Context: an optimization exercise on an open-source flow, tuned for small area and a short achievable clock period. The choices shown serve that exercise and are no tape-out recipe. At most, simulation tests tie the RTL to the original design; equivalence was not proved.

// fp16_alu
module fp16_alu (
  input  wire        clk,
  input  wire [1:0]  op,
  input  wire [15:0] a,
  input  wire [15:0] b,
  output wire [15:0] z
);
For scale: ~2,000 cells after synthesis, roughly 60 flip-flops, about 51 I/O pins, roughly 12,000 um^2 of cells after synthesis.
export LEC_CHECK = 0
export ABC_AREA = 1
export CAP_MARGIN = 20
export CORE_MARGIN = 2
export CORE_UTILIZATION = 40
export PLACE_DENSITY = 0.6
export SLEW_MARGIN = 20
create_clock -name core_clock -period 23.0 [get_ports {clk}]
standard.sh (not shown) runs the stock make flow with config.mk's settings and CLKGATE_MAP_FILE= SYNTH_SCRIPT=/design/flow/synth_recipe.tcl, a recipe that flattens the netlist after the stock synthesis.
==> flow/flow/run.sh <==
#!/bin/bash
# Standard layout with two changes:
#  - timing repair aims for a setup slack of 16 ns, so that the achieved
#    clock period is short;
#  - the port buffers are the smallest buffer, buf_1 (repair may upsize them).
set -euo pipefail
export SETUP_SLACK_MARGIN=16
export BUFFER_PORTS_ARGS="-buffer_cell sky130_fd_sc_hd__buf_1"
bash standard.sh > standard_flow.log 2>&1
==> next run, changes <==
==> flow/flow/run.sh (replaced) <==
#!/bin/bash
# Standard layout, with timing repair aiming for setup slack 15 ns
# so that the achieved clock period is short.
set -euo pipefail
export SETUP_SLACK_MARGIN=15
bash standard.sh > standard_flow.log 2>&1
What happened: The new run ran to the end with no violations. Sequential share of layout area rose by 0.47 points. Wire length fell by 7.8%. Design area fell by 7.3%. Worst setup slack loses 490 ps. Global-route usage fell by 0.67 points. Utilization fell by 3.5 points.
==> next run, changes <==
==> flow/flow/run.sh (replaced) <==
#!/bin/bash
# Standard layout with two changes:
#  - timing repair aims for a setup slack of 15 ns, so that the achieved
#    clock period is short;
#  - the port buffers are the smallest buffer, buf_1 (repair may upsize them).
set -euo pipefail
export SETUP_SLACK_MARGIN=15
export BUFFER_PORTS_ARGS="-buffer_cell sky130_fd_sc_hd__buf_1"
bash standard.sh > standard_flow.log 2>&1
- CORE_UTILIZATION: 40 -> 60
- PLACE_DENSITY: 0.6 -> 0.75
Outcome:
- clock-buffer cell count is lower by 1
- global-route usage is higher by 10 points
- clock skew stays flat
- first-iteration DRC count is higher by 11%
- non-clock buffer count is higher by 3
- cell count is lower by 5.1%
==> next run, changes <==
- CORE_UTILIZATION: 60 -> 40
- GPL_TIMING_DRIVEN: not set -> 1
- PLACE_DENSITY: 0.75 -> 0.6
Die area rises by 49%. Worst hold slack got worse by 46 ps. Setup slack improved by 60 ps.


Setup of run 1:
Another version of the RTL of fp16_alu (not shown whole).
For scale: about 2000 cells after synthesis, about 0.012 mm2 of cells after synthesis.
## fp16_alu
module fp16_alu (
  input  wire        clk,
  input  wire [1:0]  op,
  input  wire [15:0] a,
  input  wire [15:0] b,
  output wire [15:0] z
);
export LEC_CHECK = 0
export ABC_AREA = 1
export CAP_MARGIN = 20
export CORE_MARGIN = 2
export CORE_UTILIZATION = 40
export PLACE_DENSITY = 0.6
export SLEW_MARGIN = 20
create_clock -name core_clock -period 23.0 [get_ports {clk}]
==> flow/flow/run.sh <==
#!/bin/bash
# Standard layout, with timing repair aiming for setup slack 16.5 ns
# so that the achieved clock period is short.
set -euo pipefail
export SETUP_SLACK_MARGIN=16.5
bash standard.sh > standard_flow.log 2>&1
Changes in run 2 relative to run 1:
==> flow/flow/run.sh <==
#!/bin/bash
# Standard layout with two changes:
#  - synthesis maps with an area-oriented ABC script (flow/abc_area.script,
#    used through ABC_AREA 1 from a copy of the ORFS scripts folder);
#  - timing repair aims for a setup slack of MARGIN ns, so that the
#    achieved clock period is short.
set -euo pipefail
MARGIN=14
here=$(pwd)
rm -rf "$here/scripts"
cp -r "$FLOW_HOME/scripts" "$here/scripts"
cp "$here/flow/abc_area.script" "$here/scripts/abc_area.script"
export SCRIPTS_DIR="$here/scripts"
export SETUP_SLACK_MARGIN=$MARGIN
bash standard.sh > standard_flow.log 2>&1
==> flow/flow/abc_area.script (new file) <==
strash
&get -n
&fraig -x
&put
scorr
dc2
strash
dch -f
map -a
topo
stime -c
buffer -c
upsize -c
dnsize -c
==> comparison <==
Run 2 completed every stage of the flow, and the final layout passed the timing, DRC and antenna checks. Multi-input combinational gate total (run 2 vs. run 1) decreases by more than 10%. Non-clock buffer count | run 2 below run 1. Comparing run 1 and run 2, worst slew margin relative to its limit is lower on run 2. Taking run 1 as the reference, in run 2 fraction of the mapped netlist area in adder cells has increased; synthesized cell count has decreased; routed length on met1 has decreased. Run 2 ended up with a lower worst-case setup slack after placement than run 1 did. Run 1 vs run 2, end of the critical path: em_q[2]$_DFF_P_ vs em_q[9]$_DFF_P_. Between run 1 and run 2, the flow reports first-pass GRT wire length decreasing by more than 10%. Share of the clock period used by the worst path was higher in run 2 than in run 1. Area growth from synthesis to layout for run 2: 13 points down relative to run 1. Required arrival time at the worst endpoint (higher): run 2.
> inputs changed (run 2 -> run 3)
==> flow/flow/run.sh <==
#!/bin/bash
# Standard layout, with timing repair aiming for setup slack 14 ns
# so that the achieved clock period is short.
set -euo pipefail
export SETUP_SLACK_MARGIN=14
bash standard.sh > standard_flow.log 2>&1
removed: flow/flow/abc_area.script
## What came out
Run 3 reached the end of the flow, and the finished layout is clean on the timing, DRC and antenna checks. Measured against each other, run 3 and run 2 differ in fraction of cell area in non-clock buffers, the lower figure coming from run 3. Diff run 3 and run 2: final design utilization higher in run 2. On area taken by flip-flops and latches: between run 3 and run 2, it ends up higher for run 2. Looking at area growth from synthesis to layout, run 3 sits below run 2.


Another version of the RTL of fp16_alu (not shown whole).
Size in the first run: about 1800 cells after synthesis, about 51 flip-flops, about 51 I/O pins.
clock: 23.0 ns
lec_check: 0
cap_margin: 20
core_margin: 2
core_utilization: 40
place_density: 0.6
slew_margin: 20
run.sh (not shown) runs the stock make flow with config.mk's settings and CLKGATE_MAP_FILE= SYNTH_SCRIPT=/design/flow/synth_recipe.tcl, a recipe that flattens the netlist after the stock synthesis.
Stock flow here: none of the scripts above is used.
The first run finished clean.
Next try:
==> flow/flow/run.sh (new file) <==
#!/bin/bash
# Standard layout, with timing repair aiming for setup slack 13 ns
# so that the achieved clock period is short.
set -euo pipefail
export SETUP_SLACK_MARGIN=13
bash standard.sh > standard_flow.log 2>&1
==> flow/standard.sh (new file) <==
#!/bin/bash
# synth_recipe.tcl (not shown) runs the flow's synth.tcl, then flattens the netlist and writes it again
# the make line also repeats each setting of config.mk as NAME=value (left out here)
make -C /OpenROAD-flow-scripts/flow DESIGN_CONFIG=/design/flow/config.mk WORK_HOME=/design/flow/orfs CLKGATE_MAP_FILE= SYNTH_SCRIPT=/design/flow/synth_recipe.tcl "${@:-finish}"
Settings changed: ABC_AREA set to 1.
removed: flow/run.sh
Result: Final area drops by about 6%; critical path depth goes up by 7; final cell count came out higher by about 10%; count of clock-buffer cells in the layout stays the same; routed wire length goes down by about 11%; worst setup slack is better by 5.8 ns; global-route usage drops by 1.0 points; core utilization rose by 1.4 points; register-to-register slack improved by 5.8 ns.
No run of this note included a check of the RTL's function; only the layout flow was run.

-- what the ideal ports hide --
The results above use ideal ports. As a check the final layouts listed here were re-extracted and re-timed, cells and wires unchanged. Step 1 assumes that a clkbuf_16 drives the clock port and a buf_2 every other input. Step 2 also shifts input and output timing later by t, the mid clock arrival at the registers, as if the neighbouring blocks saw the same clock. Three values: ideal ports, drivers, drivers and shift; two values: the first two.
run	t (ns)	setup WS [ns]	hold slack, ns	worst setup path after step 2	pins driven straight from the clock port
the first run of note 1	0.381	16.063 / 16.063 / 16.063	0.765 / 0.765 / 0.765	register to register	1
the second run of note 1	0.383	15.577 / 15.530 / 15.263	0.745 / 0.745 / 0.745	input to register	1
the third run of note 1	0.378	15.593 / 15.593 / 15.593	0.792 / 0.792 / 0.792	register to register	1
the fourth run of note 1	0.389	15.653 / 15.653 / 15.448	0.745 / 0.745 / 0.745	input to register	1
run 1	0.386	15.930 / 15.930 / 15.930	0.740 / 0.740 / 0.740	register to register	1
run 2	0.395	14.520 / 14.520 / 14.520	0.670 / 0.670 / 0.670	register to register	1
run 3	0.383	14.873 / 14.873 / 14.873	0.674 / 0.674 / 0.674	register to register	1
the first run of note 3	0.351	7.998 / 7.998 / 7.998	0.862 / 0.862 / 0.862	register to register	1
the second run of note 3	0.357	13.785 / 13.785 / 13.785	0.768 / 0.768 / 0.768	register to register	1
After both steps setup and hold are still met in every run listed. The setup slack of the second run of note 1, which loses most, moves by -0.047 ns with the drivers and by -0.314 ns with both steps.
